What follows belongs to an exercise in optimizing a design on an open flow for small area, a short achievable clock period and few clock cycles; a production flow would make more cautious choices.
Function was checked by simulation only, so behaviour that the tests miss may differ from the original.

<file path="config.mk">
export PLATFORM = sky130hd
export DESIGN_NAME = bas
export DESIGN_NICKNAME = bas
export VERILOG_FILES = /design/flow/design.v
export SDC_FILE = /design/flow/constraint.sdc
export NUM_CORES = 8
export LEC_CHECK = 0
export ABC_AREA = 1
export CAP_MARGIN = 20
export CORE_MARGIN = 2
export CORE_UTILIZATION = 45
export SLEW_MARGIN = 20
</file>
<file path="design.v">
module lfsr(d, n);
input  [8:0] d;
output [8:0] n;
assign n = {d[7:0], d[1] ^ d[2] ^ d[3] ^ d[7]};
endmodule
module beetle_left_antenna(d1, d2, q1, q2, ra, rb);
input [17:0] d1, d2;
input q1, q2;
output [32:0] ra, rb;
wire s0, k0;
assign {k0, s0} = {1'b0, ~(d1[0] & d1[6])} + {1'b0, ~(d1[1] & d1[5])} + {1'b0, 1'b1};
wire s1, k1;
assign {k1, s1} = {1'b0, ~(d1[0] & d1[4])} + {1'b0, ~(d1[1] & d1[3])} + {1'b0, 1'b1};
wire s2, k2;
assign {k2, s2} = {1'b0, ~(d1[0] & d1[5])} + {1'b0, ~(d1[1] & d1[4])} + {1'b0, ~(d1[3] & ~d1[2])};
wire s3, k3;
assign {k3, s3} = {1'b0, ~(d1[2] & d1[4])} + {1'b0, ~(d1[3] & d1[2])} + {1'b0, s0};
wire [8:0] Alo = {1'b0, k2, k1, s1, ~(d1[0] & d1[3]), ~(d1[0] & d1[2]), ~(d1[1] & ~d1[0]), 1'b1, ~d1[0]} + {1'b0, s3, s2, ~(d1[2] & d1[1]), ~(d1[2] & ~d1[1]), ~(d1[1] & d1[0]), 1'b1, 1'b1, 1'b1} + 9'd1;
wire s4, k4;
assign {k4, s4} = {1'b0, ~(d2[0] & d2[6])} + {1'b0, ~(d2[1] & d2[5])} + {1'b0, 1'b1};
wire s5, k5;
assign {k5, s5} = {1'b0, ~(d2[0] & d2[4])} + {1'b0, ~(d2[1] & d2[3])} + {1'b0, 1'b1};
wire s6, k6;
assign {k6, s6} = {1'b0, ~(d2[0] & d2[5])} + {1'b0, ~(d2[1] & d2[4])} + {1'b0, ~(d2[3] & ~d2[2])};
wire s7, k7;
assign {k7, s7} = {1'b0, ~(d2[2] & d2[4])} + {1'b0, ~(d2[3] & d2[2])} + {1'b0, s4};
wire [8:0] Blo = {1'b0, k6, k5, s5, ~(d2[0] & d2[3]), ~(d2[0] & d2[2]), ~(d2[1] & ~d2[0]), 1'b1, ~d2[0]} + {1'b0, s7, s6, ~(d2[2] & d2[1]), ~(d2[2] & ~d2[1]), ~(d2[1] & d2[0]), 1'b1, 1'b1, 1'b1} + 9'd1;
wire s8, k8;
assign {k8, s8} = {1'b0, ~(d1[0] & d1[7])} + {1'b0, ~(d1[1] & d1[6])} + {1'b0, 1'b1};
wire s9, k9;
assign {k9, s9} = {1'b0, ~(d1[0] & d1[12])} + {1'b0, ~(d1[1] & d1[11])} + {1'b0, 1'b1};
wire s10, k10;
assign {k10, s10} = {1'b0, ~(d1[0] & d1[13])} + {1'b0, ~(d1[1] & d1[12])} + {1'b0, ~(d1[2] & d1[11])};
wire s11, k11;
assign {k11, s11} = {1'b0, ~(d1[0] & d1[14])} + {1'b0, ~(d1[1] & d1[13])} + {1'b0, ~(d1[2] & d1[12])};
wire s12, k12;
assign {k12, s12} = {1'b0, ~(d1[3] & d1[11])} + {1'b0, ~(d1[4] & d1[10])} + {1'b0, ~(d1[5] & d1[9])};
wire s13, k13;
assign {k13, s13} = {1'b0, ~(d1[0] & d1[15])} + {1'b0, ~(d1[1] & d1[14])} + {1'b0, ~(d1[2] & d1[13])};
wire s14, k14;
assign {k14, s14} = {1'b0, ~(d1[3] & d1[12])} + {1'b0, ~(d1[4] & d1[11])} + {1'b0, ~(d1[5] & d1[10])};
wire s15, k15;
assign {k15, s15} = {1'b0, ~(d1[6] & d1[9])} + {1'b0, ~(d1[8] & ~d1[7])} + {1'b0, 1'b1};
wire s16, k16;
assign {k16, s16} = {1'b0, ~(d1[0] & d1[16])} + {1'b0, ~(d1[1] & d1[15])} + {1'b0, ~(d1[2] & d1[14])};
wire s17, k17;
assign {k17, s17} = {1'b0, ~(d1[3] & d1[13])} + {1'b0, ~(d1[4] & d1[12])} + {1'b0, ~(d1[5] & d1[11])};
wire s18, k18;
assign {k18, s18} = {1'b0, ~(d1[6] & d1[10])} + {1'b0, ~(d1[7] & d1[9])} + {1'b0, ~(d1[8] & d1[7])};
wire s19, k19;
assign {k19, s19} = {1'b0, ~(d2[0] & d2[16])} + {1'b0, ~(d2[1] & d2[15])} + {1'b0, ~(d2[2] & d2[14])};
wire s20, k20;
assign {k20, s20} = {1'b0, ~(d1[1] & d1[16])} + {1'b0, ~(d1[2] & d1[15])} + {1'b0, ~(d1[3] & d1[14])};
wire s21, k21;
assign {k21, s21} = {1'b0, ~(d1[4] & d1[13])} + {1'b0, ~(d1[5] & d1[12])} + {1'b0, ~(d1[6] & d1[11])};
wire s22, k22;
assign {k22, s22} = {1'b0, ~(d1[7] & d1[10])} + {1'b0, ~(d1[9] & ~d1[8])} + {1'b0, (d1[17] & d1[0])};
wire s23, k23;
assign {k23, s23} = {1'b0, ~(d2[1] & d2[16])} + {1'b0, ~(d2[2] & d2[15])} + {1'b0, ~(d2[3] & d2[14])};
wire s24, k24;
assign {k24, s24} = {1'b0, ~(d2[4] & d2[13])} + {1'b0, ~(d2[5] & d2[12])} + {1'b0, 1'b1};
wire s25, k25;
assign {k25, s25} = {1'b0, 1'b0} + {1'b0, ~(d1[2] & d1[16])} + {1'b0, ~(d1[3] & d1[15])};
wire s26, k26;
assign {k26, s26} = {1'b0, ~(d1[4] & d1[14])} + {1'b0, ~(d1[5] & d1[13])} + {1'b0, ~(d1[6] & d1[12])};
wire s27, k27;
assign {k27, s27} = {1'b0, ~(d1[7] & d1[11])} + {1'b0, ~(d1[8] & d1[10])} + {1'b0, ~(d1[9] & d1[8])};
wire s28, k28;
assign {k28, s28} = {1'b0, (d1[17] & d1[1])} + {1'b0, ~(d2[2] & d2[16])} + {1'b0, ~(d2[3] & d2[15])};
wire s29, k29;
assign {k29, s29} = {1'b0, ~(d2[4] & d2[14])} + {1'b0, ~(d2[5] & d2[13])} + {1'b0, ~(d2[6] & d2[12])};
wire s30, k30;
assign {k30, s30} = {1'b0, ~(d2[7] & d2[11])} + {1'b0, ~(d2[8] & d2[10])} + {1'b0, 1'b1};
wire s31, k31;
assign {k31, s31} = {1'b0, ~(d1[3] & d1[16])} + {1'b0, ~(d1[4] & d1[15])} + {1'b0, ~(d1[5] & d1[14])};
wire s32, k32;
assign {k32, s32} = {1'b0, ~(d1[6] & d1[13])} + {1'b0, ~(d1[7] & d1[12])} + {1'b0, ~(d1[8] & d1[11])};
wire s33, k33;
assign {k33, s33} = {1'b0, ~(d1[10] & ~d1[9])} + {1'b0, (d1[17] & d1[2])} + {1'b0, ~(d2[3] & d2[16])};
wire s34, k34;
assign {k34, s34} = {1'b0, ~(d2[4] & d2[15])} + {1'b0, ~(d2[5] & d2[14])} + {1'b0, ~(d2[6] & d2[13])};
wire s35, k35;
assign {k35, s35} = {1'b0, ~(d2[7] & d2[12])} + {1'b0, ~(d2[8] & d2[11])} + {1'b0, 1'b1};
wire s36, k36;
assign {k36, s36} = {1'b0, ~(d1[4] & d1[16])} + {1'b0, ~(d1[5] & d1[15])} + {1'b0, ~(d1[6] & d1[14])};
wire s37, k37;
assign {k37, s37} = {1'b0, ~(d1[7] & d1[13])} + {1'b0, ~(d1[8] & d1[12])} + {1'b0, ~(d1[9] & d1[11])};
wire s38, k38;
assign {k38, s38} = {1'b0, ~(d1[10] & d1[9])} + {1'b0, (d1[17] & d1[3])} + {1'b0, ~(d2[4] & d2[16])};
wire s39, k39;
assign {k39, s39} = {1'b0, ~(d2[5] & d2[15])} + {1'b0, ~(d2[6] & d2[14])} + {1'b0, ~(d2[7] & d2[13])};
wire s40, k40;
assign {k40, s40} = {1'b0, ~(d1[5] & d1[16])} + {1'b0, ~(d1[6] & d1[15])} + {1'b0, ~(d1[7] & d1[14])};
wire s41, k41;
assign {k41, s41} = {1'b0, ~(d1[8] & d1[13])} + {1'b0, ~(d1[9] & d1[12])} + {1'b0, ~(d1[11] & ~d1[10])};
wire s42, k42;
assign {k42, s42} = {1'b0, (d1[17] & d1[4])} + {1'b0, ~(d2[5] & d2[16])} + {1'b0, 1'b1};
wire s43, k43;
assign {k43, s43} = {1'b0, ~(d1[6] & d1[16])} + {1'b0, ~(d1[7] & d1[15])} + {1'b0, ~(d1[8] & d1[14])};
wire s44, k44;
assign {k44, s44} = {1'b0, ~(d1[9] & d1[13])} + {1'b0, ~(d1[10] & d1[12])} + {1'b0, ~(d1[11] & d1[10])};
wire s45, k45;
assign {k45, s45} = {1'b0, ~(d1[7] & d1[16])} + {1'b0, ~(d1[8] & d1[15])} + {1'b0, 1'b1};
wire s46, k46;
assign {k46, s46} = {1'b0, ~(d1[2] & d1[5])} + {1'b0, ~(d1[4] & ~d1[3])} + {1'b0, ~(d2[0] & d2[7])};
wire s47, k47;
assign {k47, s47} = {1'b0, ~(d2[1] & d2[6])} + {1'b0, ~(d2[2] & d2[5])} + {1'b0, ~(d2[4] & ~d2[3])};
wire s48, k48;
assign {k48, s48} = {1'b0, ~(d1[0] & d1[8])} + {1'b0, ~(d1[1] & d1[7])} + {1'b0, ~(d1[2] & d1[6])};
wire s49, k49;
assign {k49, s49} = {1'b0, ~(d1[3] & d1[5])} + {1'b0, ~(d1[4] & d1[3])} + {1'b0, ~(d2[0] & d2[8])};
wire s50, k50;
assign {k50, s50} = {1'b0, ~(d1[0] & d1[9])} + {1'b0, ~(d1[1] & d1[8])} + {1'b0, ~(d1[2] & d1[7])};
wire s51, k51;
assign {k51, s51} = {1'b0, ~(d1[3] & d1[6])} + {1'b0, ~(d1[5] & ~d1[4])} + {1'b0, 1'b1};
wire s52, k52;
assign {k52, s52} = {1'b0, ~(d1[0] & d1[10])} + {1'b0, ~(d1[1] & d1[9])} + {1'b0, ~(d1[2] & d1[8])};
wire s53, k53;
assign {k53, s53} = {1'b0, ~(d1[3] & d1[7])} + {1'b0, ~(d1[4] & d1[6])} + {1'b0, ~(d1[5] & d1[4])};
wire s54, k54;
assign {k54, s54} = {1'b0, ~(d2[0] & d2[10])} + {1'b0, ~(d2[1] & d2[9])} + {1'b0, 1'b1};
wire s55, k55;
assign {k55, s55} = {1'b0, ~(d1[0] & d1[11])} + {1'b0, ~(d1[1] & d1[10])} + {1'b0, ~(d1[2] & d1[9])};
wire s56, k56;
assign {k56, s56} = {1'b0, ~(d1[3] & d1[8])} + {1'b0, ~(d1[4] & d1[7])} + {1'b0, ~(d1[6] & ~d1[5])};
wire s57, k57;
assign {k57, s57} = {1'b0, ~(d2[0] & d2[11])} + {1'b0, ~(d2[1] & d2[10])} + {1'b0, ~(d2[2] & d2[9])};
wire s58, k58;
assign {k58, s58} = {1'b0, ~(d1[2] & d1[10])} + {1'b0, ~(d1[3] & d1[9])} + {1'b0, ~(d1[4] & d1[8])};
wire s59, k59;
assign {k59, s59} = {1'b0, ~(d1[5] & d1[7])} + {1'b0, ~(d1[6] & d1[5])} + {1'b0, ~(d2[0] & d2[12])};
wire s60, k60;
assign {k60, s60} = {1'b0, ~(d2[1] & d2[11])} + {1'b0, ~(d2[2] & d2[10])} + {1'b0, ~(d2[3] & d2[9])};
wire s61, k61;
assign {k61, s61} = {1'b0, ~(d2[4] & d2[8])} + {1'b0, ~(d2[5] & d2[7])} + {1'b0, 1'b1};
wire s62, k62;
assign {k62, s62} = {1'b0, ~(d1[3] & d1[10])} + {1'b0, ~(d1[4] & d1[9])} + {1'b0, ~(d1[5] & d1[8])};
wire s63, k63;
assign {k63, s63} = {1'b0, ~(d1[7] & ~d1[6])} + {1'b0, ~(d2[0] & d2[13])} + {1'b0, ~(d2[1] & d2[12])};
wire s64, k64;
assign {k64, s64} = {1'b0, ~(d2[2] & d2[11])} + {1'b0, ~(d2[3] & d2[10])} + {1'b0, ~(d2[4] & d2[9])};
wire s65, k65;
assign {k65, s65} = {1'b0, ~(d2[5] & d2[8])} + {1'b0, ~(d2[7] & ~d2[6])} + {1'b0, k9};
wire s66, k66;
assign {k66, s66} = {1'b0, ~(d1[6] & d1[8])} + {1'b0, ~(d1[7] & d1[6])} + {1'b0, ~(d2[0] & d2[14])};
wire s67, k67;
assign {k67, s67} = {1'b0, ~(d2[1] & d2[13])} + {1'b0, ~(d2[2] & d2[12])} + {1'b0, ~(d2[3] & d2[11])};
wire s68, k68;
assign {k68, s68} = {1'b0, ~(d2[4] & d2[10])} + {1'b0, ~(d2[5] & d2[9])} + {1'b0, ~(d2[6] & d2[8])};
wire s69, k69;
assign {k69, s69} = {1'b0, ~(d2[7] & d2[6])} + {1'b0, k10} + {1'b0, s11};
wire s70, k70;
assign {k70, s70} = {1'b0, ~(d2[0] & d2[15])} + {1'b0, ~(d2[1] & d2[14])} + {1'b0, ~(d2[2] & d2[13])};
wire s71, k71;
assign {k71, s71} = {1'b0, ~(d2[3] & d2[12])} + {1'b0, ~(d2[4] & d2[11])} + {1'b0, ~(d2[5] & d2[10])};
wire s72, k72;
assign {k72, s72} = {1'b0, ~(d2[6] & d2[9])} + {1'b0, ~(d2[8] & ~d2[7])} + {1'b0, k11};
wire s73, k73;
assign {k73, s73} = {1'b0, k12} + {1'b0, s13} + {1'b0, s14};
wire s74, k74;
assign {k74, s74} = {1'b0, ~(d2[3] & d2[13])} + {1'b0, ~(d2[4] & d2[12])} + {1'b0, ~(d2[5] & d2[11])};
wire s75, k75;
assign {k75, s75} = {1'b0, ~(d2[6] & d2[10])} + {1'b0, ~(d2[7] & d2[9])} + {1'b0, ~(d2[8] & d2[7])};
wire s76, k76;
assign {k76, s76} = {1'b0, k13} + {1'b0, k14} + {1'b0, k15};
wire s77, k77;
assign {k77, s77} = {1'b0, s16} + {1'b0, s17} + {1'b0, s18};
wire s78, k78;
assign {k78, s78} = {1'b0, ~(d2[6] & d2[11])} + {1'b0, ~(d2[7] & d2[10])} + {1'b0, ~(d2[9] & ~d2[8])};
wire s79, k79;
assign {k79, s79} = {1'b0, (d2[17] & d2[0])} + {1'b0, k16} + {1'b0, k17};
wire s80, k80;
assign {k80, s80} = {1'b0, k18} + {1'b0, k19} + {1'b0, s20};
wire s81, k81;
assign {k81, s81} = {1'b0, s21} + {1'b0, s22} + {1'b0, s23};
wire s82, k82;
assign {k82, s82} = {1'b0, ~(d2[9] & d2[8])} + {1'b0, (d2[17] & d2[1])} + {1'b0, k20};
wire s83, k83;
assign {k83, s83} = {1'b0, k21} + {1'b0, k22} + {1'b0, k23};
wire s84, k84;
assign {k84, s84} = {1'b0, k24} + {1'b0, s25} + {1'b0, s26};
wire s85, k85;
assign {k85, s85} = {1'b0, s27} + {1'b0, s28} + {1'b0, s29};
wire s86, k86;
assign {k86, s86} = {1'b0, ~(d2[10] & ~d2[9])} + {1'b0, (d2[17] & d2[2])} + {1'b0, k25};
wire s87, k87;
assign {k87, s87} = {1'b0, k26} + {1'b0, k27} + {1'b0, k28};
wire s88, k88;
assign {k88, s88} = {1'b0, k29} + {1'b0, k30} + {1'b0, s31};
wire s89, k89;
assign {k89, s89} = {1'b0, s32} + {1'b0, s33} + {1'b0, s34};
wire s90, k90;
assign {k90, s90} = {1'b0, ~(d2[8] & d2[12])} + {1'b0, ~(d2[9] & d2[11])} + {1'b0, ~(d2[10] & d2[9])};
wire s91, k91;
assign {k91, s91} = {1'b0, (d2[17] & d2[3])} + {1'b0, k31} + {1'b0, k32};
wire s92, k92;
assign {k92, s92} = {1'b0, k33} + {1'b0, k34} + {1'b0, k35};
wire s93, k93;
assign {k93, s93} = {1'b0, s36} + {1'b0, s37} + {1'b0, s38};
wire s94, k94;
assign {k94, s94} = {1'b0, ~(d2[6] & d2[15])} + {1'b0, ~(d2[7] & d2[14])} + {1'b0, ~(d2[8] & d2[13])};
wire s95, k95;
assign {k95, s95} = {1'b0, ~(d2[9] & d2[12])} + {1'b0, ~(d2[11] & ~d2[10])} + {1'b0, (d2[17] & d2[4])};
wire s96, k96;
assign {k96, s96} = {1'b0, k36} + {1'b0, k37} + {1'b0, k38};
wire s97, k97;
assign {k97, s97} = {1'b0, k39} + {1'b0, s40} + {1'b0, s41};
wire s98, k98;
assign {k98, s98} = {1'b0, (d1[17] & d1[5])} + {1'b0, ~(d2[6] & d2[16])} + {1'b0, ~(d2[7] & d2[15])};
wire s99, k99;
assign {k99, s99} = {1'b0, ~(d2[8] & d2[14])} + {1'b0, ~(d2[9] & d2[13])} + {1'b0, ~(d2[10] & d2[12])};
wire s100, k100;
assign {k100, s100} = {1'b0, ~(d2[11] & d2[10])} + {1'b0, (d2[17] & d2[5])} + {1'b0, k40};
wire s101, k101;
assign {k101, s101} = {1'b0, k41} + {1'b0, k42} + {1'b0, s43};
wire s102, k102;
assign {k102, s102} = {1'b0, ~(d1[9] & d1[14])} + {1'b0, ~(d1[10] & d1[13])} + {1'b0, ~(d1[12] & ~d1[11])};
wire s103, k103;
assign {k103, s103} = {1'b0, (d1[17] & d1[6])} + {1'b0, ~(d2[7] & d2[16])} + {1'b0, ~(d2[8] & d2[15])};
wire s104, k104;
assign {k104, s104} = {1'b0, ~(d2[9] & d2[14])} + {1'b0, ~(d2[10] & d2[13])} + {1'b0, ~(d2[12] & ~d2[11])};
wire s105, k105;
assign {k105, s105} = {1'b0, (d2[17] & d2[6])} + {1'b0, k43} + {1'b0, k44};
wire s106, k106;
assign {k106, s106} = {1'b0, ~(d1[8] & d1[16])} + {1'b0, ~(d1[9] & d1[15])} + {1'b0, ~(d1[10] & d1[14])};
wire s107, k107;
assign {k107, s107} = {1'b0, ~(d1[11] & d1[13])} + {1'b0, ~(d1[12] & d1[11])} + {1'b0, (d1[17] & d1[7])};
wire s108, k108;
assign {k108, s108} = {1'b0, ~(d2[8] & d2[16])} + {1'b0, ~(d2[9] & d2[15])} + {1'b0, ~(d2[10] & d2[14])};
wire s109, k109;
assign {k109, s109} = {1'b0, ~(d2[11] & d2[13])} + {1'b0, ~(d2[12] & d2[11])} + {1'b0, (d2[17] & d2[7])};
wire s110, k110;
assign {k110, s110} = {1'b0, ~(d1[9] & d1[16])} + {1'b0, ~(d1[10] & d1[15])} + {1'b0, ~(d1[11] & d1[14])};
wire s111, k111;
assign {k111, s111} = {1'b0, ~(d1[13] & ~d1[12])} + {1'b0, (d1[17] & d1[8])} + {1'b0, ~(d2[9] & d2[16])};
wire s112, k112;
assign {k112, s112} = {1'b0, ~(d2[10] & d2[15])} + {1'b0, ~(d2[11] & d2[14])} + {1'b0, 1'b1};
wire s113, k113;
assign {k113, s113} = {1'b0, ~(d1[10] & d1[16])} + {1'b0, ~(d1[11] & d1[15])} + {1'b0, ~(d1[12] & d1[14])};
wire s114, k114;
assign {k114, s114} = {1'b0, ~(d1[13] & d1[12])} + {1'b0, (d1[17] & d1[9])} + {1'b0, ~(d2[10] & d2[16])};
wire s115, k115;
assign {k115, s115} = {1'b0, ~(d1[11] & d1[16])} + {1'b0, ~(d1[12] & d1[15])} + {1'b0, 1'b1};
wire s116, k116;
assign {k116, s116} = {1'b0, k0} + {1'b0, k4} + {1'b0, s46};
wire s117, k117;
assign {k117, s117} = {1'b0, s47} + {1'b0, s8} + {1'b0, 1'b1};
wire s118, k118;
assign {k118, s118} = {1'b0, ~(d2[1] & d2[7])} + {1'b0, ~(d2[2] & d2[6])} + {1'b0, ~(d2[3] & d2[5])};
wire s119, k119;
assign {k119, s119} = {1'b0, ~(d2[4] & d2[3])} + {1'b0, k46} + {1'b0, k47};
wire s120, k120;
assign {k120, s120} = {1'b0, k8} + {1'b0, s48} + {1'b0, 1'b1};
wire s121, k121;
assign {k121, s121} = {1'b0, ~(d2[0] & d2[9])} + {1'b0, ~(d2[1] & d2[8])} + {1'b0, ~(d2[2] & d2[7])};
wire s122, k122;
assign {k122, s122} = {1'b0, ~(d2[3] & d2[6])} + {1'b0, ~(d2[5] & ~d2[4])} + {1'b0, k48};
wire s123, k123;
assign {k123, s123} = {1'b0, k49} + {1'b0, s50} + {1'b0, s51};
wire s124, k124;
assign {k124, s124} = {1'b0, ~(d2[2] & d2[8])} + {1'b0, ~(d2[3] & d2[7])} + {1'b0, ~(d2[4] & d2[6])};
wire s125, k125;
assign {k125, s125} = {1'b0, ~(d2[5] & d2[4])} + {1'b0, k50} + {1'b0, k51};
wire s126, k126;
assign {k126, s126} = {1'b0, s52} + {1'b0, s53} + {1'b0, s54};
wire s127, k127;
assign {k127, s127} = {1'b0, ~(d2[3] & d2[8])} + {1'b0, ~(d2[4] & d2[7])} + {1'b0, ~(d2[6] & ~d2[5])};
wire s128, k128;
assign {k128, s128} = {1'b0, k52} + {1'b0, k53} + {1'b0, k54};
wire s129, k129;
assign {k129, s129} = {1'b0, s55} + {1'b0, s56} + {1'b0, s57};
wire s130, k130;
assign {k130, s130} = {1'b0, ~(d2[6] & d2[5])} + {1'b0, k55} + {1'b0, k56};
wire s131, k131;
assign {k131, s131} = {1'b0, k57} + {1'b0, s58} + {1'b0, s59};
wire s132, k132;
assign {k132, s132} = {1'b0, s60} + {1'b0, s61} + {1'b0, s9};
wire s133, k133;
assign {k133, s133} = {1'b0, k58} + {1'b0, k59} + {1'b0, k60};
wire s134, k134;
assign {k134, s134} = {1'b0, k61} + {1'b0, s62} + {1'b0, s63};
wire s135, k135;
assign {k135, s135} = {1'b0, s64} + {1'b0, s10} + {1'b0, s65};
wire s136, k136;
assign {k136, s136} = {1'b0, k62} + {1'b0, k63} + {1'b0, k64};
wire s137, k137;
assign {k137, s137} = {1'b0, s66} + {1'b0, s67} + {1'b0, s68};
wire s138, k138;
assign {k138, s138} = {1'b0, s12} + {1'b0, k65} + {1'b0, s69};
wire s139, k139;
assign {k139, s139} = {1'b0, k66} + {1'b0, k67} + {1'b0, k68};
wire s140, k140;
assign {k140, s140} = {1'b0, s70} + {1'b0, s71} + {1'b0, s15};
wire s141, k141;
assign {k141, s141} = {1'b0, k69} + {1'b0, s72} + {1'b0, s73};
wire s142, k142;
assign {k142, s142} = {1'b0, k70} + {1'b0, k71} + {1'b0, s74};
wire s143, k143;
assign {k143, s143} = {1'b0, s75} + {1'b0, s19} + {1'b0, k72};
wire s144, k144;
assign {k144, s144} = {1'b0, k73} + {1'b0, s76} + {1'b0, s77};
wire s145, k145;
assign {k145, s145} = {1'b0, k74} + {1'b0, k75} + {1'b0, s78};
wire s146, k146;
assign {k146, s146} = {1'b0, s24} + {1'b0, k76} + {1'b0, k77};
wire s147, k147;
assign {k147, s147} = {1'b0, s79} + {1'b0, s80} + {1'b0, s81};
wire s148, k148;
assign {k148, s148} = {1'b0, k78} + {1'b0, s30} + {1'b0, k79};
wire s149, k149;
assign {k149, s149} = {1'b0, k80} + {1'b0, k81} + {1'b0, s82};
wire s150, k150;
assign {k150, s150} = {1'b0, s83} + {1'b0, s84} + {1'b0, s85};
wire s151, k151;
assign {k151, s151} = {1'b0, s35} + {1'b0, k82} + {1'b0, k83};
wire s152, k152;
assign {k152, s152} = {1'b0, k84} + {1'b0, k85} + {1'b0, s86};
wire s153, k153;
assign {k153, s153} = {1'b0, s87} + {1'b0, s88} + {1'b0, s89};
wire s154, k154;
assign {k154, s154} = {1'b0, s90} + {1'b0, s39} + {1'b0, k86};
wire s155, k155;
assign {k155, s155} = {1'b0, k87} + {1'b0, k88} + {1'b0, k89};
wire s156, k156;
assign {k156, s156} = {1'b0, s91} + {1'b0, s92} + {1'b0, s93};
wire s157, k157;
assign {k157, s157} = {1'b0, k90} + {1'b0, s94} + {1'b0, s95};
wire s158, k158;
assign {k158, s158} = {1'b0, s42} + {1'b0, k91} + {1'b0, k92};
wire s159, k159;
assign {k159, s159} = {1'b0, k93} + {1'b0, s96} + {1'b0, s97};
wire s160, k160;
assign {k160, s160} = {1'b0, k94} + {1'b0, k95} + {1'b0, s98};
wire s161, k161;
assign {k161, s161} = {1'b0, s99} + {1'b0, s44} + {1'b0, k96};
wire s162, k162;
assign {k162, s162} = {1'b0, k97} + {1'b0, s100} + {1'b0, s101};
wire s163, k163;
assign {k163, s163} = {1'b0, k98} + {1'b0, k99} + {1'b0, s102};
wire s164, k164;
assign {k164, s164} = {1'b0, s103} + {1'b0, s104} + {1'b0, s45};
wire s165, k165;
assign {k165, s165} = {1'b0, k100} + {1'b0, k101} + {1'b0, s105};
wire s166, k166;
assign {k166, s166} = {1'b0, k102} + {1'b0, k103} + {1'b0, k104};
wire s167, k167;
assign {k167, s167} = {1'b0, k45} + {1'b0, s106} + {1'b0, s107};
wire s168, k168;
assign {k168, s168} = {1'b0, s108} + {1'b0, s109} + {1'b0, k105};
wire s169, k169;
assign {k169, s169} = {1'b0, ~(d2[13] & ~d2[12])} + {1'b0, (d2[17] & d2[8])} + {1'b0, k106};
wire s170, k170;
assign {k170, s170} = {1'b0, k107} + {1'b0, k108} + {1'b0, k109};
wire s171, k171;
assign {k171, s171} = {1'b0, s110} + {1'b0, s111} + {1'b0, s112};
wire s172, k172;
assign {k172, s172} = {1'b0, ~(d2[11] & d2[15])} + {1'b0, ~(d2[12] & d2[14])} + {1'b0, ~(d2[13] & d2[12])};
wire s173, k173;
assign {k173, s173} = {1'b0, (d2[17] & d2[9])} + {1'b0, k110} + {1'b0, k111};
wire s174, k174;
assign {k174, s174} = {1'b0, k112} + {1'b0, s113} + {1'b0, s114};
wire s175, k175;
assign {k175, s175} = {1'b0, ~(d1[14] & ~d1[13])} + {1'b0, (d1[17] & d1[10])} + {1'b0, ~(d2[11] & d2[16])};
wire s176, k176;
assign {k176, s176} = {1'b0, ~(d2[12] & d2[15])} + {1'b0, ~(d2[14] & ~d2[13])} + {1'b0, (d2[17] & d2[10])};
wire s177, k177;
assign {k177, s177} = {1'b0, k113} + {1'b0, k114} + {1'b0, s115};
wire s178, k178;
assign {k178, s178} = {1'b0, ~(d1[12] & d1[16])} + {1'b0, ~(d1[13] & d1[15])} + {1'b0, ~(d1[14] & d1[13])};
wire s179, k179;
assign {k179, s179} = {1'b0, (d1[17] & d1[11])} + {1'b0, ~(d2[12] & d2[16])} + {1'b0, ~(d2[13] & d2[15])};
wire s180, k180;
assign {k180, s180} = {1'b0, ~(d2[14] & d2[13])} + {1'b0, (d2[17] & d2[11])} + {1'b0, k115};
wire s181, k181;
assign {k181, s181} = {1'b0, ~(d1[13] & d1[16])} + {1'b0, ~(d1[15] & ~d1[14])} + {1'b0, (d1[17] & d1[12])};
wire s182, k182;
assign {k182, s182} = {1'b0, ~(d2[13] & d2[16])} + {1'b0, ~(d2[15] & ~d2[14])} + {1'b0, 1'b1};
wire s183, k183;
assign {k183, s183} = {1'b0, ~(d1[14] & d1[16])} + {1'b0, ~(d1[15] & d1[14])} + {1'b0, (d1[17] & d1[13])};
wire s184, k184;
assign {k184, s184} = {1'b0, k3} + {1'b0, k7} + {1'b0, s116};
wire s185, k185;
assign {k185, s185} = {1'b0, s118} + {1'b0, s49} + {1'b0, k116};
wire s186, k186;
assign {k186, s186} = {1'b0, k117} + {1'b0, s119} + {1'b0, 1'b1};
wire s187, k187;
assign {k187, s187} = {1'b0, k118} + {1'b0, s121} + {1'b0, k119};
wire s188, k188;
assign {k188, s188} = {1'b0, k120} + {1'b0, s122} + {1'b0, s123};
wire s189, k189;
assign {k189, s189} = {1'b0, k121} + {1'b0, s124} + {1'b0, k122};
wire s190, k190;
assign {k190, s190} = {1'b0, k123} + {1'b0, s125} + {1'b0, s126};
wire s191, k191;
assign {k191, s191} = {1'b0, k124} + {1'b0, s127} + {1'b0, k125};
wire s192, k192;
assign {k192, s192} = {1'b0, k126} + {1'b0, s128} + {1'b0, s129};
wire s193, k193;
assign {k193, s193} = {1'b0, k127} + {1'b0, k128} + {1'b0, k129};
wire s194, k194;
assign {k194, s194} = {1'b0, s130} + {1'b0, s131} + {1'b0, s132};
wire s195, k195;
assign {k195, s195} = {1'b0, k130} + {1'b0, k131} + {1'b0, k132};
wire s196, k196;
assign {k196, s196} = {1'b0, s133} + {1'b0, s134} + {1'b0, s135};
wire s197, k197;
assign {k197, s197} = {1'b0, k133} + {1'b0, k134} + {1'b0, s136};
wire s198, k198;
assign {k198, s198} = {1'b0, s137} + {1'b0, k135} + {1'b0, s138};
wire s199, k199;
assign {k199, s199} = {1'b0, k136} + {1'b0, k137} + {1'b0, s139};
wire s200, k200;
assign {k200, s200} = {1'b0, s140} + {1'b0, k138} + {1'b0, s141};
wire s201, k201;
assign {k201, s201} = {1'b0, k139} + {1'b0, k140} + {1'b0, s142};
wire s202, k202;
assign {k202, s202} = {1'b0, s143} + {1'b0, k141} + {1'b0, s144};
wire s203, k203;
assign {k203, s203} = {1'b0, k142} + {1'b0, s145} + {1'b0, k143};
wire s204, k204;
assign {k204, s204} = {1'b0, s146} + {1'b0, k144} + {1'b0, s147};
wire s205, k205;
assign {k205, s205} = {1'b0, k145} + {1'b0, k146} + {1'b0, s148};
wire s206, k206;
assign {k206, s206} = {1'b0, s149} + {1'b0, k147} + {1'b0, s150};
wire s207, k207;
assign {k207, s207} = {1'b0, k148} + {1'b0, k149} + {1'b0, s151};
wire s208, k208;
assign {k208, s208} = {1'b0, s152} + {1'b0, k150} + {1'b0, s153};
wire s209, k209;
assign {k209, s209} = {1'b0, k151} + {1'b0, k152} + {1'b0, s154};
wire s210, k210;
assign {k210, s210} = {1'b0, s155} + {1'b0, k153} + {1'b0, s156};
wire s211, k211;
assign {k211, s211} = {1'b0, s157} + {1'b0, k154} + {1'b0, k155};
wire s212, k212;
assign {k212, s212} = {1'b0, s158} + {1'b0, k156} + {1'b0, s159};
wire s213, k213;
assign {k213, s213} = {1'b0, k157} + {1'b0, s160} + {1'b0, k158};
wire s214, k214;
assign {k214, s214} = {1'b0, s161} + {1'b0, k159} + {1'b0, s162};
wire s215, k215;
assign {k215, s215} = {1'b0, k160} + {1'b0, s163} + {1'b0, s164};
wire s216, k216;
assign {k216, s216} = {1'b0, k161} + {1'b0, s165} + {1'b0, k162};
wire s217, k217;
assign {k217, s217} = {1'b0, k163} + {1'b0, k164} + {1'b0, s166};
wire s218, k218;
assign {k218, s218} = {1'b0, s167} + {1'b0, k165} + {1'b0, s168};
wire s219, k219;
assign {k219, s219} = {1'b0, k166} + {1'b0, k167} + {1'b0, s169};
wire s220, k220;
assign {k220, s220} = {1'b0, s170} + {1'b0, s171} + {1'b0, k168};
wire s221, k221;
assign {k221, s221} = {1'b0, s172} + {1'b0, k169} + {1'b0, k170};
wire s222, k222;
assign {k222, s222} = {1'b0, k171} + {1'b0, s173} + {1'b0, s174};
wire s223, k223;
assign {k223, s223} = {1'b0, k172} + {1'b0, s175} + {1'b0, s176};
wire s224, k224;
assign {k224, s224} = {1'b0, k173} + {1'b0, k174} + {1'b0, s177};
wire s225, k225;
assign {k225, s225} = {1'b0, k175} + {1'b0, k176} + {1'b0, s178};
wire s226, k226;
assign {k226, s226} = {1'b0, s179} + {1'b0, k177} + {1'b0, s180};
wire s227, k227;
assign {k227, s227} = {1'b0, (d2[17] & d2[12])} + {1'b0, k178} + {1'b0, k179};
wire s228, k228;
assign {k228, s228} = {1'b0, s181} + {1'b0, s182} + {1'b0, k180};
wire s229, k229;
assign {k229, s229} = {1'b0, ~(d2[14] & d2[16])} + {1'b0, ~(d2[15] & d2[14])} + {1'b0, (d2[17] & d2[13])};
wire s230, k230;
assign {k230, s230} = {1'b0, k181} + {1'b0, k182} + {1'b0, s183};
wire s231, k231;
assign {k231, s231} = {1'b0, ~(d1[16] & ~d1[15])} + {1'b0, (d1[17] & d1[14])} + {1'b0, ~(d2[16] & ~d2[15])};
wire s232, k232;
assign {k232, s232} = {1'b0, (d2[17] & d2[14])} + {1'b0, k183} + {1'b0, 1'b1};
wire s233, k233;
assign {k233, s233} = {1'b0, ~(d1[16] & d1[15])} + {1'b0, (d1[17] & d1[15])} + {1'b0, ~(d2[16] & d2[15])};
wire s234, k234;
assign {k234, s234} = {1'b0, (d2[17] & d2[15])} + {1'b0, ~(q1 & d1[0])} + {1'b0, ~(q2 & d2[0])};
wire s235, k235;
assign {k235, s235} = {1'b0, ~d1[17]} + {1'b0, ~d2[17]} + {1'b0, (d1[17] & d1[16])};
wire s236, k236;
assign {k236, s236} = {1'b0, (d2[17] & d2[16])} + {1'b0, ~(q1 & d1[1])} + {1'b0, ~(q2 & d2[1])};
wire s237, k237;
assign {k237, s237} = {1'b0, s117} + {1'b0, s184} + {1'b0, 1'b1};
wire s238, k238;
assign {k238, s238} = {1'b0, s120} + {1'b0, s185} + {1'b0, s186};
wire s239, k239;
assign {k239, s239} = {1'b0, k185} + {1'b0, k186} + {1'b0, s187};
wire s240, k240;
assign {k240, s240} = {1'b0, k187} + {1'b0, s189} + {1'b0, k188};
wire s241, k241;
assign {k241, s241} = {1'b0, k189} + {1'b0, s191} + {1'b0, k190};
wire s242, k242;
assign {k242, s242} = {1'b0, k191} + {1'b0, s193} + {1'b0, k192};
wire s243, k243;
assign {k243, s243} = {1'b0, k193} + {1'b0, s195} + {1'b0, k194};
wire s244, k244;
assign {k244, s244} = {1'b0, k195} + {1'b0, s197} + {1'b0, k196};
wire s245, k245;
assign {k245, s245} = {1'b0, k197} + {1'b0, s199} + {1'b0, k198};
wire s246, k246;
assign {k246, s246} = {1'b0, k199} + {1'b0, s201} + {1'b0, k200};
wire s247, k247;
assign {k247, s247} = {1'b0, k201} + {1'b0, s203} + {1'b0, k202};
wire s248, k248;
assign {k248, s248} = {1'b0, k203} + {1'b0, s205} + {1'b0, k204};
wire s249, k249;
assign {k249, s249} = {1'b0, k205} + {1'b0, s207} + {1'b0, k206};
wire s250, k250;
assign {k250, s250} = {1'b0, k207} + {1'b0, s209} + {1'b0, k208};
wire s251, k251;
assign {k251, s251} = {1'b0, k209} + {1'b0, s211} + {1'b0, k210};
wire s252, k252;
assign {k252, s252} = {1'b0, k211} + {1'b0, s213} + {1'b0, k212};
wire s253, k253;
assign {k253, s253} = {1'b0, s215} + {1'b0, k213} + {1'b0, k214};
wire s254, k254;
assign {k254, s254} = {1'b0, s217} + {1'b0, k215} + {1'b0, k216};
wire s255, k255;
assign {k255, s255} = {1'b0, k217} + {1'b0, s219} + {1'b0, s220};
wire s256, k256;
assign {k256, s256} = {1'b0, k219} + {1'b0, s221} + {1'b0, s222};
wire s257, k257;
assign {k257, s257} = {1'b0, s223} + {1'b0, k221} + {1'b0, k222};
wire s258, k258;
assign {k258, s258} = {1'b0, k223} + {1'b0, s225} + {1'b0, s226};
wire s259, k259;
assign {k259, s259} = {1'b0, k225} + {1'b0, s227} + {1'b0, k226};
wire s260, k260;
assign {k260, s260} = {1'b0, s229} + {1'b0, k227} + {1'b0, s230};
wire s261, k261;
assign {k261, s261} = {1'b0, k229} + {1'b0, s231} + {1'b0, k230};
wire s262, k262;
assign {k262, s262} = {1'b0, k231} + {1'b0, s233} + {1'b0, s234};
wire s263, k263;
assign {k263, s263} = {1'b0, k233} + {1'b0, s235} + {1'b0, k234};
wire s264, k264;
assign {k264, s264} = {1'b0, ~(q1 & d1[2])} + {1'b0, ~(q2 & d2[2])} + {1'b0, k235};
wire s265, k265;
assign {k265, s265} = {1'b0, 1'b0} + {1'b0, ~(q1 & d1[3])} + {1'b0, 1'b1};
wire s266, k266;
assign {k266, s266} = {1'b0, 1'b0} + {1'b0, ~(q1 & d1[4])} + {1'b0, 1'b1};
wire s267, k267;
assign {k267, s267} = {1'b0, 1'b0} + {1'b0, ~(q1 & d1[5])} + {1'b0, 1'b1};
wire s268, k268;
assign {k268, s268} = {1'b0, 1'b0} + {1'b0, ~(q1 & d1[6])} + {1'b0, 1'b1};
wire s269, k269;
assign {k269, s269} = {1'b0, Alo[8]} + {1'b0, Blo[8]} + {1'b0, 1'b1};
wire s270, k270;
assign {k270, s270} = {1'b0, k184} + {1'b0, k237} + {1'b0, s238};
wire s271, k271;
assign {k271, s271} = {1'b0, s188} + {1'b0, k238} + {1'b0, s239};
wire s272, k272;
assign {k272, s272} = {1'b0, s190} + {1'b0, k239} + {1'b0, s240};
wire s273, k273;
assign {k273, s273} = {1'b0, s192} + {1'b0, k240} + {1'b0, s241};
wire s274, k274;
assign {k274, s274} = {1'b0, s194} + {1'b0, k241} + {1'b0, s242};
wire s275, k275;
assign {k275, s275} = {1'b0, k242} + {1'b0, s196} + {1'b0, s243};
wire s276, k276;
assign {k276, s276} = {1'b0, k243} + {1'b0, s198} + {1'b0, s244};
wire s277, k277;
assign {k277, s277} = {1'b0, s200} + {1'b0, k244} + {1'b0, s245};
wire s278, k278;
assign {k278, s278} = {1'b0, s202} + {1'b0, k245} + {1'b0, s246};
wire s279, k279;
assign {k279, s279} = {1'b0, s204} + {1'b0, k246} + {1'b0, s247};
wire s280, k280;
assign {k280, s280} = {1'b0, s206} + {1'b0, k247} + {1'b0, s248};
wire s281, k281;
assign {k281, s281} = {1'b0, s208} + {1'b0, k248} + {1'b0, s249};
wire s282, k282;
assign {k282, s282} = {1'b0, s210} + {1'b0, k249} + {1'b0, s250};
wire s283, k283;
assign {k283, s283} = {1'b0, s212} + {1'b0, k250} + {1'b0, s251};
wire s284, k284;
assign {k284, s284} = {1'b0, s214} + {1'b0, k251} + {1'b0, s252};
wire s285, k285;
assign {k285, s285} = {1'b0, s216} + {1'b0, k252} + {1'b0, s253};
wire s286, k286;
assign {k286, s286} = {1'b0, s218} + {1'b0, k253} + {1'b0, s254};
wire s287, k287;
assign {k287, s287} = {1'b0, k218} + {1'b0, k254} + {1'b0, s255};
wire s288, k288;
assign {k288, s288} = {1'b0, k220} + {1'b0, s256} + {1'b0, k255};
wire s289, k289;
assign {k289, s289} = {1'b0, s224} + {1'b0, k256} + {1'b0, s257};
wire s290, k290;
assign {k290, s290} = {1'b0, k224} + {1'b0, k257} + {1'b0, s258};
wire s291, k291;
assign {k291, s291} = {1'b0, s228} + {1'b0, s259} + {1'b0, k258};
wire s292, k292;
assign {k292, s292} = {1'b0, k228} + {1'b0, s260} + {1'b0, k259};
wire s293, k293;
assign {k293, s293} = {1'b0, s232} + {1'b0, s261} + {1'b0, k260};
wire s294, k294;
assign {k294, s294} = {1'b0, k232} + {1'b0, s262} + {1'b0, k261};
wire s295, k295;
assign {k295, s295} = {1'b0, s236} + {1'b0, k262} + {1'b0, s263};
wire s296, k296;
assign {k296, s296} = {1'b0, k236} + {1'b0, s264} + {1'b0, k263};
wire s297, k297;
assign {k297, s297} = {1'b0, ~(q2 & d2[3])} + {1'b0, s265} + {1'b0, k264};
wire s298, k298;
assign {k298, s298} = {1'b0, ~(q2 & d2[4])} + {1'b0, k265} + {1'b0, s266};
wire s299, k299;
assign {k299, s299} = {1'b0, ~(q2 & d2[5])} + {1'b0, k266} + {1'b0, s267};
wire s300, k300;
assign {k300, s300} = {1'b0, ~(q2 & d2[6])} + {1'b0, k267} + {1'b0, s268};
wire s301, k301;
assign {k301, s301} = {1'b0, 1'b0} + {1'b0, k268} + {1'b0, 1'b1};
assign ra = ~{k300, k299, k298, k297, k296, k295, k294, k293, k292, k291, k290, k289, k288, k287, k286, k285, k284, k283, k282, k281, k280, k279, k278, k277, k276, k275, k274, k273, k272, k271, k270, k269, s269};
assign rb = ~{s301, s300, s299, s298, s297, s296, s295, s294, s293, s292, s291, s290, s289, s288, s287, s286, s285, s284, s283, s282, s281, s280, s279, s278, s277, s276, s275, s274, s273, s272, s271, s270, s237};
endmodule
module beetle_compare(al, bl, ar, br, gt);
input [32:0] al, bl, ar, br;
output gt;
wire [31:0] a = {~al[31], al[30:0]};
wire [31:0] b = bl[31:0];
wire [31:0] c = ~{~ar[31], ar[30:0]};
wire [31:0] e = ~br[31:0];
wire [32:0] tl = {1'b0, a} + {1'b0, b};
wire [32:0] tr = {1'b0, ~c} + {1'b0, br[31:0]};
wire [31:0] x1 = a ^ b;
wire [31:0] x2 = c ^ e;
wire [31:0] x = x1 ^ x2;
wire [31:0] co;
wire [31:0] ci = {co[30:0], 1'b1};
genvar i;
generate for (i = 0; i < 32; i = i + 1) begin : cmp4
  assign co[i] = x1[i] ? c[i] : a[i];
end endgenerate
wire [31:0] xs = x ^ ci;
wire [31:0] xk = {x[30:0] & ci[30:0] | ~x[30:0] & e[30:0], 1'b0};
wire k31 = x[31] ? ci[31] : e[31];
wire [32:0] ts = {1'b0, xs} + {1'b0, xk};
assign gt = ~(ts[32] ^ k31 ^ co[31] ^ tl[32] ^ tr[32]);
endmodule
module beetle_right_antenna(dir, sense, s3, step);
input  [8:0]  dir;
input  [12:0] sense;
input  [14:0] s3;
output [13:0] step;
wire [15:0] s1 = {3'b000, sense};
wire [15:0] s2 = {2'b00, sense, 1'b0};
wire [15:0] t3 = {1'b0, s3};
wire [15:0] s4 = {1'b0, sense, 2'b00};
wire [3:0] g0 = {dir[2:0], 1'b0};
wire [3:0] g1 = dir[5:2];
wire [3:0] g2 = dir[8:5];
wire [15:0] r0, r1, r2;
wire n0, n1, n2;
beetle_booth_row b0(g0, s1, s2, t3, s4, r0, n0);
beetle_booth_row b1(g1, s1, s2, t3, s4, r1, n1);
beetle_booth_row b2(g2, s1, s2, t3, s4, r2, n2);
wire [21:0] p = {{6{n0}}, r0} + {{3{n1}}, r1, 3'd0} + {r2, 6'd0}
              + {15'd0, n2, 2'b00, n1, 2'b00, n0};
assign step = p[21:8];
endmodule
module beetle_booth_row(g, s1, s2, s3, s4, r, n);
input  [3:0]  g;
input  [15:0] s1, s2, s3, s4;
output [15:0] r;
output n;
wire [2:0] a = g[3] ? ~g[2:0] : g[2:0];
wire m1 = ~a[2] & (a[1] ^ a[0]);
wire m2 = ~a[2] & a[1] & a[0] | a[2] & ~a[1] & ~a[0];
wire m3 = a[2] & (a[1] ^ a[0]);
wire m4 = a[2] & a[1] & a[0];
wire [15:0] mag = {16{m1}} & s1 | {16{m2}} & s2 | {16{m3}} & s3 | {16{m4}} & s4;
assign r = g[3] ? ~mag : mag;
assign n = g[3];
endmodule
module beetle_position(mx, my, nx, ny, d1, d2, q1, q2);
parameter NB = 0;
input  [15:0] mx, my;
input  signed [13:0] nx, ny;
output [17:0] d1, d2;
output q1, q2;
wire [15:0] fx = {{2{nx[13]}}, nx};
wire [15:0] fy = {{2{ny[13]}}, ny};
wire [15:0] ax = NB ? mx - fx : mx + fx;
wire [15:0] ay = NB ? my - fy : my + fy;
assign d1 = {2'b00, ax} + {ay[15], ay, 1'b0} - 18'd1792;
assign d2 = {ax[15], ax, 1'b0} + {2'b00, ay} - 18'd1280;
assign q1 = ay[15];
assign q2 = ax[15];
endmodule
module bas(clock,reset,load, seed_x,seed_y,iterations,x,y,x_extreme,y_extreme,out_value,done );
    input clock,reset,load;
    input [8:0] seed_x,seed_y;
    input [8:0] iterations;
    input [15:0] x,y;
    output signed [15:0] x_extreme,y_extreme;
    output signed [39:0] out_value;
    output reg done;
    reg [15:0] x_curr, y_curr;           
    reg signed [13:0] step_x, step_y;    
    reg signed [13:0] step_nx, step_ny;  
    reg [17:0] dl1, dl2, dr1, dr2;       
    reg ql1, ql2, qr1, qr2;              
    reg [32:0] value_curr;               
    reg [8:0] dir_x, dir_y;              
    reg [12:0] sense;                    
    reg [8:0] remain;
    reg run;
    reg first;                           
    reg [15:0] x_best, y_best;
    reg [32:0] value_best;
    reg value_init;                      
    wire [32:0] al, bl, ar, br;
    beetle_left_antenna ol(dl1, dl2, ql1, ql2, al, bl);
    beetle_left_antenna or_(dr1, dr2, qr1, qr2, ar, br);
    wire go_right;
    beetle_compare cmp(al, bl, ar, br, go_right);
    wire [32:0] odour_l = al + bl;
    wire [32:0] odour_r = ar + br;
    wire [15:0] x_l = x_curr + {{2{step_x[13]}}, step_x};
    wire [15:0] y_l = y_curr + {{2{step_y[13]}}, step_y};
    wire [15:0] x_r = x_curr - {{2{step_x[13]}}, step_x};
    wire [15:0] y_r = y_curr - {{2{step_y[13]}}, step_y};
    wire [17:0] ell1, ell2, elr1, elr2, erl1, erl2, err1, err2;
    wire qll1, qll2, qlr1, qlr2, qrl1, qrl2, qrr1, qrr2;
    beetle_position #(0) pll(x_l, y_l, step_nx, step_ny, ell1, ell2, qll1, qll2);
    beetle_position #(1) plr(x_l, y_l, step_nx, step_ny, elr1, elr2, qlr1, qlr2);
    beetle_position #(0) prl(x_r, y_r, step_nx, step_ny, erl1, erl2, qrl1, qrl2);
    beetle_position #(1) prr(x_r, y_r, step_nx, step_ny, err1, err2, qrr1, qrr2);
    wire signed [13:0] mul_x, mul_y;
    wire [14:0] sense3 = {2'b00, sense} + {1'b0, sense, 1'b0};
    beetle_right_antenna mulx(dir_x, sense, sense3, mul_x);
    beetle_right_antenna muly(dir_y, sense, sense3, mul_y);
    wire [8:0] dir_x_n, dir_y_n, seed_x_n, seed_y_n;
    lfsr lx(dir_x, dir_x_n);
    lfsr ly(dir_y, dir_y_n);
    lfsr lsx(seed_x, seed_x_n);
    lfsr lsy(seed_y, seed_y_n);
    assign x_extreme = x_best;
    assign y_extreme = y_best;
    assign out_value = {4'b0, {3{value_init}}, value_best};
    always @(posedge clock) begin
        if (reset) begin
            x_curr <= x;
            y_curr <= y;
            dl1 <= 18'd0;
            dl2 <= 18'd0;
            dr1 <= 18'd0;
            dr2 <= 18'd0;
            ql1 <= 1'b0;
            ql2 <= 1'b0;
            qr1 <= 1'b0;
            qr2 <= 1'b0;
            step_x <= 14'd0;
            step_y <= 14'd0;
            step_nx <= 14'd0;
            step_ny <= 14'd0;
            dir_x <= 9'd0;
            dir_y <= 9'd0;
        end else begin
            if (go_right) begin
                x_curr <= x_r;
                y_curr <= y_r;
                dl1 <= erl1;
                dl2 <= erl2;
                dr1 <= err1;
                dr2 <= err2;
                ql1 <= qrl1;
                ql2 <= qrl2;
                qr1 <= qrr1;
                qr2 <= qrr2;
            end else begin
                x_curr <= x_l;
                y_curr <= y_l;
                dl1 <= ell1;
                dl2 <= ell2;
                dr1 <= elr1;
                dr2 <= elr2;
                ql1 <= qll1;
                ql2 <= qll2;
                qr1 <= qlr1;
                qr2 <= qlr2;
            end
            step_x <= step_nx;
            step_y <= step_ny;
            if (load) begin
                step_nx <= {{5{seed_x[8]}}, seed_x} + {{2{seed_x[8]}}, seed_x, 3'b000} + {seed_x[8], seed_x, 4'b0000};
                step_ny <= {{5{seed_y[8]}}, seed_y} + {{2{seed_y[8]}}, seed_y, 3'b000} + {seed_y[8], seed_y, 4'b0000};
                dir_x <= seed_x_n;
                dir_y <= seed_y_n;
            end else begin
                step_nx <= mul_x;
                step_ny <= mul_y;
                dir_x <= dir_x_n;
                dir_y <= dir_y_n;
            end
        end
        value_curr <= go_right ? odour_r : odour_l;
        if (reset)
            sense <= 13'd6400;
        else if (load)
            sense <= 13'd6375;
        else
            sense <= sense - {8'd0, sense[12:8]} - {12'd0, sense[7:0] != 8'd0};
        if (reset) begin
            run <= 1'b0;
            done <= 1'b0;
            x_best <= 16'd0;
            y_best <= 16'd0;
            value_best <= {33{1'b1}};
            value_init <= 1'b1;
        end else if (load) begin
            remain <= iterations;
            first <= 1'b1;
            run <= iterations != 9'd0;
            done <= iterations == 9'd0;
        end else if (run) begin
            remain <= remain - 9'd1;
            first <= 1'b0;
            if (remain == 9'd0) begin
                run <= 1'b0;
                done <= 1'b1;
            end
            if (!first && value_curr < value_best) begin
                x_best <= x_curr;
                y_best <= y_curr;
                value_best <= value_curr;
                value_init <= 1'b0;
            end
        end
    end
endmodule
</file>
<file path="flow/run.sh">
#!/bin/bash
# The standard layout, with timing repair aiming for 20 ns of setup slack
# at the design's clock period (over-fixing, as SETUP_SLACK_MARGIN does),
# on the worst 20% of endpoints.
set -euo pipefail
bash standard.sh SETUP_SLACK_MARGIN=20 TNS_END_PERCENT=20 finish > orfs_make.log 2>&1
</file>
<file path="constraint.sdc">
create_clock -name core_clock -period 27.0 [get_ports {clock}]
set_input_delay 5.4000 -clock core_clock [delete_from_list [all_inputs] [get_ports {clock}]]
set_output_delay 5.4000 -clock core_clock [all_outputs]
set_load 0.01 [all_outputs]
</file>
<file path="standard.sh">
#!/bin/bash
# synth_recipe.tcl (not shown) runs the flow's synth.tcl, then flattens the netlist and writes it again
# the make line also repeats each setting of config.mk as NAME=value (left out here)
make -C /OpenROAD-flow-scripts/flow DESIGN_CONFIG=/design/flow/config.mk WORK_HOME=/design/flow/orfs CLKGATE_MAP_FILE= SYNTH_SCRIPT=/design/flow/synth_recipe.tcl "${@:-finish}"
</file>
==> results of run 1 <==
==> through the flow <==
| stage | cells | cell area [sq um] | worst slack (ns) |
|---|---|---|---|
| after floorplan | 8239 | 58300 | 19.69 |
| after global placement | 9806 | 60700 | 18.12 |
| after detailed placement | 9806 | 60700 | 18.15 |
| after CTS | 10000 | 64400 | 19.90 |
| after global routing | 10100 | 66300 | 19.81 |
| final | 10100 | 66300 | 19.87 |
==> sequential cells by signal, summed over array words and instances, names as in the netlist, 18 cells and up <==
name	count
dl2	18
dr1	18
value_best	33
dl1	18
dr2	18
value_curr	33
==> layout by cell type (no fill, tap or decap), drive strengths merged, types with 29 or more instances in the layout <==
cell type / count
inv: 1687
xor2: 399
nand3: 294
dfxtp: 296
nand4: 45
a21o: 29
fa: 585
ha: 758
o21bai: 58
o21ai: 414
o22ai: 71
nand2: 1686
clkdlybuf4s50: 111
a31oi: 41
xnor2: 113
nor3: 62
buf: 269
a21oi: 631
clkbuf: 74
nor2: 495
==> cell type report <==
class | instances | area, sq um
clock buffers | 61 | 1230
repair buffers | 396 | 4130
well taps | 1742 | 2180
repair inverters | 3 | 26.3
multi-input cells | 5900 | 45600
flip-flops and latches | 306 | 6460
clock inverters | 20 | 251
fillers | 12800 | 62600
inverters | 1698 | 6440
==> layer usage <==
| metal | global-route usage, % | wire length (um) |
|---|---|---|
| met2 | 56.1 | 105000 |
| met4 | 15.9 | 13600 |
| met5 | 0 | 0 |
| met3 | 3.78 | 13200 |
| met1 | 38.7 | 87900 |
==> logic make-up after synthesis <==
family / synth area share (%)
adders and majority gates: 36.4
buffers and inverters: 13.4
other: 0.00643
AOI/OAI and AO/OA: 13.5
xor gates and xnor gates: 7.69
DFF: 10.7
muxes: 0.152
and+or+nand+nor: 18.2
==> worst max-delay path, stage by stage <==
cell and delay (ns):
clkdlybuf4s50_1 0.51, buf_12 0.25, clkinvlp_4 0.19, buf_4 0.25, nor2_1 0.15, buf_6 0.26
clkinvlp_4 0.13, buf_4 0.19, o22ai_1 0.28
==> worst paths after layout <==
kind,start,endpoint,slack (ns),cells after the start
setup reg to reg,dl1[9],y_curr[8],20.04,35
hold reg to reg,value_curr[7],value_best[7],0.48,2
setup / recovery,load,step_ny[1],19.87,9
hold / removal,value_curr[7],value_best[7],0.48,2
==> what timing repair did <==
action | 4_1_cts | 5_1_grt
setup buffers | 110 | 101
setup endpoints to repair | 243 | 233
cloned | 13 | 15
gates resized for setup | 358 | 247
hold buffers | 0 | 0
pin swaps | 38 | 130
==> run notes, run 1 <==
* Outcome: complete, no violations
* Endpoint class of the critical path: flop
* Skew final at 0.0413 ns
* Register area share after synthesis at 10.7%
* Core Footprint at 129,000 sq um
* Number of synthesized flops with an enable pin at 10
* Routed Antenna Nets at 0
* Routed vias at 54,500
* Slew HR at 22.2%
* Asr flop ratio synth at 0%
* Fmax at 140 MHz
* Drt total wl at 219,000 um
* Placer Congestion at 0.977
* Most numerous cell in the Yosys netlist: inv_1
* Top cell type's share of synthesized area at 20.1%
* GR Util All Layers at 32.0%
* # nets final at 9,754
* Gr ovfl total at 0
* Initial core utilization at 45.2%
* Synth unique cells at 70
* Hold Path Class: reg2reg
* Pin slew with the least headroom to its limit at 1.17 ns
* CP arrival at 7.65 ns
* Required @ worst endpoint at 27.52 ns
* Syn Area/Cell at 7.08 sq um
* DRC at 0
* TritonCTS clock tree: built
* CTS root buf: clkbuf_16
* H-tree levels at 2
* Final setup violation count at 0
* Worst-path clk slew at 0.06 ns
* Yosys reg bits at 306
* Period minus WS final at 7.13 ns
* Post-DP HPWL at 166,000 um
* Cell row count at 132
* Number of buffers added on ports at 130
* Crit share post-route at 26.4%
* Number of global-route vias before repair at 54,700
* Routed WL per cell at 21.7 um
* First DRT Iteration DRCs at 4,173
* Num Clock Sinks at 306
* Slew Limit Fails at 0
* Max Cap Viol at 0
* Synth top cells by count: 1,680 x inv_1, 1,674 x nand2_1, 758 x ha_1
* YS warnings at 1
* Clock Latency Late Sink at 0.65 ns
* Die H at 364 um
* First-pass GRT wire length at 323,000 um
* Area growth, synth to finish at 13.8%
* Hold slack at 0.478 ns
* Die width at 364 um
* Critical path startpoint category: primary input
* Final Core Density at 51.4%
* Initial antenna violation count at 2
* Mapped Cells at 8,236
* Pre-antenna DRT Iters at 6
* Ys flop type: dfxtp_1
* TNS Setup at 0 ns
* Worst Path Max Fanout at 30
* Num CTS Buffers at 44
* Max Root-Sink Buffers at 3
* Final hold vios at 0
* Die footprint at 132,000 sq um
* Dominant cell type by area after synthesis: fa_1
* Layout cell share with drive strength beyond 1 at 8.46%
* Synth top area cells: fa_1 20%, ha_1 16%, inv_1 11%, nand2_1 11%, dfxtp_1 10%
* Post-Syn Area at 58,300 sq um
* Io pins at 135
* RSZ-0062 raised after global routing: true
* Largest net degree at the start of global routing at 83
* Vias/cell at 5.38
* Setup Crit Path Kind: in2reg
* # diodes at 0
Testbench counts, summed over its fixed seeds: cycles 49,176.
==> run 2: changes to the inputs <==
==> flow/run.sh (replaced) <==
#!/bin/bash
# The standard layout, with timing repair aiming for 20 ns of setup slack
# at the design's clock period (over-fixing, as SETUP_SLACK_MARGIN does),
# on the worst 20% of endpoints, and buf_4 cells as the port buffers.
set -euo pipefail
bash standard.sh SETUP_SLACK_MARGIN=20 TNS_END_PERCENT=20 "BUFFER_PORTS_ARGS=-buffer_cell sky130_fd_sc_hd__buf_4" finish > orfs_make.log 2>&1
==> run notes, run 2 <==
* Register area share after synthesis at 10.7% (unchanged)
* Routed WL per cell at 21.4 um (was 21.7 um)
* Final hold vios at 0 (unchanged)
* Multiplexer share of the synthesized area at 0.152% (unchanged)
* Crit path top cell by count: inv_2
* Hold slack at 0.480 ns (was 0.478 ns)
* Endpoint class of the critical path: flop (unchanged)
* Num CTS Buffers at 44 (unchanged)
* Slew Limit Fails at 0 (unchanged)
* Setup Crit Path Kind: in2reg (unchanged)
* Design area at 66,100 sq um (was 66,300 sq um)
* Post-DP HPWL at 164,000 um (was 166,000 um)
* Ys flop type: dfxtp_1 (unchanged)
* Num Clock Sinks at 306 (unchanged)
* Outcome: complete, no violations (unchanged)
* Routed Antenna Nets at 0 (unchanged)
* Die footprint at 132,000 sq um (unchanged)
* Gr ovfl total at 0 (unchanged)
* Synth unique cells at 70 (unchanged)
* CP startpoint: seed_x[1] (was load)
* Largest family of logic cells by synthesized area: adder cells (unchanged)
* Vias/cell at 5.42 (was 5.38)
* Routed vias at 54,700 (was 54,500)
* Crit share post-route at 26.3% (was 26.4%)
* Yosys reg bits at 306 (unchanged)
* GR Util All Layers at 31.5% (was 32.0%)
* Skew final at 0.0737 ns (was 0.0413 ns)
* Slew HR at 32.8% (was 22.2%)
* Period minus WS final at 7.10 ns (was 7.13 ns)
* Worst-path clk slew at 0.06 ns (about the same)
* Number of synthesized flops with an enable pin at 10 (unchanged)
* H-tree levels at 2 (unchanged)
* Placer Congestion at 0.976 (was 0.977)
* CP arrival at 7.68 ns (was 7.65 ns)
* Dominant cell type by area after synthesis: fa_1 (unchanged)
* RSZ-0062 raised after global routing: true (unchanged)
* Simple-gate area share of the yosys netlist at 18.2% (unchanged)
* Post-Synth Adder-Cell Area at 36.4% (unchanged)
* Pre-antenna DRT Iters at 8 (was 6)
* Layout cell share with drive strength beyond 1 at 9.88% (was 8.46%)
* Critical path startpoint category: primary input (unchanged)
* Number of global-route vias before repair at 54,500 (was 54,700)
* Largest regs: value_best x33, value_curr x33 (unchanged)
* Initial antenna violation count at 0 (was 2)
* Mapped Cells at 8,236 (unchanged)
* Required @ worst endpoint at 27.57 ns (was 27.52 ns)
* DP Area at 60,400 sq um (was 60,700 sq um)
* Die H at 364 um (unchanged)
* Top cell type's share of synthesized area at 20.1% (unchanged)
* Clock Latency Late Sink at 0.67 ns (was 0.65 ns)
* Drt total wl at 216,000 um (was 219,000 um)
* CP max stage cell: fa_1 (was clkdlybuf4s50_1)
* Most frequent cells in the layout: 1,662 x nand2_1, 1,662 x inv_1, 710 x ha_1, 603 x a21oi_1, 514 x fa_1 (was 1,665 x nand2_1, 1,659 x inv_1, 712 x ha_1, 609 x a21oi_1, 529 x fa_1)
* CTS root buf: clkbuf_16 (unchanged)
* TritonCTS clock tree: built (unchanged)
* Hold path start: value_curr[23] (was value_curr[7])
* Initial core utilization at 45.2% (unchanged)
* YS warnings at 1 (unchanged)
* Fmax at 141 MHz (was 140 MHz)
* # nets final at 9,730 (was 9,754)
* Asr flop ratio synth at 0% (unchanged)
* Max Cap Viol at 0 (unchanged)
* Crit path largest cell delay at 0.53 ns (was 0.51 ns)
* Fill count at 12,700 (was 12,800)
* Area growth, synth to finish at 13.4% (was 13.8%)
* First-pass GRT wire length at 319,000 um (was 323,000 um)
* Syn Area/Cell at 7.08 sq um (unchanged)
* Largest net degree at the start of global routing at 73 (was 83)
* Number of buffers added on ports at 130 (unchanged)
* Reg-to-Reg Start: dr1[12] (was dl1[9])
* Hold Path Class: reg2reg (unchanged)
* Max Root-Sink Buffers at 3 (unchanged)
* CP cell instances: buf_12 > fa_1 > ha_2 > inv_2 > fa_2 > o21ai_2 > nand2_1 > nand2_2 > a21oi_2 > nor2_2 > o21a_1 > o31ai_2 > o21bai_4 > inv_2 (was clkdlybuf4s50_1 > buf_12 > clkinvlp_4 > buf_4 > nor2_1 > buf_6 > clkinvlp_4 > buf_4 > o22ai_1)
* Hold Buf Count CTS at 0 (unchanged)
* Worst Path Max Fanout at 4 (was 30)
* Io pins at 135 (unchanged)
* Cell row count at 132 (unchanged)
* Most numerous cell in the Yosys netlist: inv_1 (unchanged)
* DRC at 0 (unchanged)
* TNS Setup at 0 ns (unchanged)
* Post-Syn Area at 58,300 sq um (unchanged)
* Complex-gate fraction of the synthesized area at 13.5% (unchanged)
* Core Footprint at 129,000 sq um (unchanged)
* Pin slew with the least headroom to its limit at 1.00 ns (was 1.17 ns)
* Synth top area cells: fa_1 20%, ha_1 16%, inv_1 11%, nand2_1 11%, dfxtp_1 10% (unchanged)
* Synth top cells by count: 1,680 x inv_1, 1,674 x nand2_1, 758 x ha_1 (unchanged)
* Xor/xnor share of the synthesized area at 7.69% (unchanged)
* Die width at 364 um (unchanged)
* First DRT Iteration DRCs at 4,497 (was 4,173)
* Final setup violation count at 0 (unchanged)
-- run 2: cell count changes in the layout (fill, tap and decap cells not counted), moves of 7 or more --
| cell | before | now |
|---|---|---|
| nand3_1 | 282 | 272 |
| a21oi_2 | 21 | 28 |
| buf_2 | 10 | 0 |
| buf_4 | 191 | 299 |
| buf_12 | 33 | 24 |
| nand3_2 | 8 | 18 |
| fa_1 | 529 | 514 |
| fa_2 | 56 | 71 |
| bufinv_16 | 4 | 11 |
| clkdlybuf4s50_1 | 111 | 0 |
-- run 2: metal layers --
layer  global-route usage [%]  routed length, um  vias to the layer above
met1                     38.8              86200                    26000
met5                        0                  0                        -
met2                     54.1             102000                     2233
li1                         -                  -                    26000
met4                     16.2              13300                        0
met3                     3.72              15000                      574
-- run 2: repair_timing --
action / in CTS / in global routing
gates resized for setup: 250 / 282
gates cloned: 11 / 16
endpoints found under the setup margin: 172 / 226
pin swaps: 27 / 134
buffers inserted: 83 / 105
-- run 2: area by class of cell --
type                       count  area, sq um  share of cell area (%)
antenna                        1         2.50                 0.00379
multi-input combinational   5905        45800                    69.3
clock buffer                  57         1240                    1.88
sequential                   306         6460                    9.77
timing repair buffer         369         3510                    5.31
timing repair inverter         1         8.76                  0.0133
tap                         1742         2180                    3.30
clock inverter                25          457                   0.691
inverter                    1698         6430                    9.72
-- run 2: per-stage QoR --
step / setup WS [ns] / util, % / instances
2_1_floorplan: 19.69 / - / 8239
3_3_place_gp: 18.08 / 46.8 / 9806
3_5_place_dp: 17.96 / 46.8 / 9806
4_1_cts: 19.85 / 49.5 / 9982
5_1_grt: 19.82 / 51.2 / 10100
6_report: 19.90 / 51.2 / 10100
-- run 2: final timing paths --
| kind | endpoint | slack, ns | cells past startpoint |
|---|---|---|---|
| worst max register to register | dr1[1] | 20.06 | 34 |
| worst min-delay path | value_best[23] | 0.48 | 2 |
| worst min register to register | value_best[23] | 0.48 | 2 |
| worst max-delay path | step_nx[12] | 19.90 | 14 |
-- run 2: logic make-up after synthesis --
logic type	after synthesis
XOR/XNOR	512
multiplexers	8
AND/OR/NAND/NOR	2625
flip-flops	306
AO/OA/AOI/OAI	1400
adder cells (fa/ha/maj)	1343
other	1
buffers and inverters	2041
-- run 2: worst max-delay path, delay by kind of cell --
family / cells / cell delay, ns
simple gates: 3 / 0.30
compound gates: 5 / 0.69
fa+ha+maj: 3 / 1.09
buf+inv: 3 / 0.20

-- afterwards: timing with drivers on the ports --
The flow's constraints put no driver on any port. The routed layouts listed below were extracted and timed again, unchanged, in two steps. Step 1 assumes that a clkbuf_16 drives the clock port and a buf_2 every other input. Step 2 adds t to the input delays and takes it off the output delays; t is the mean of the earliest and latest rising clock arrival at the registers after step 1. Input paths then give back, and output paths get back, about the clock's delay inside the block. Slacks: ideal / step 1 / step 2; pairs: ideal / step 1.
| run | t (ns) | setup slack, ns | worst hold slack (ns) |
|---|---|---|---|
| run 1 | 0.712 | 19.875 / 19.842 / 19.223 | 0.478 / 0.478 / 0.478 |
| run 2 | 0.713 | 19.896 / 19.926 / 19.213 | 0.480 / 0.480 / 0.480 |
After both steps every run listed still meets setup and hold. The setup slack of run 2, which loses most, moves by +0.030 ns with the drivers and by -0.683 ns with both steps.
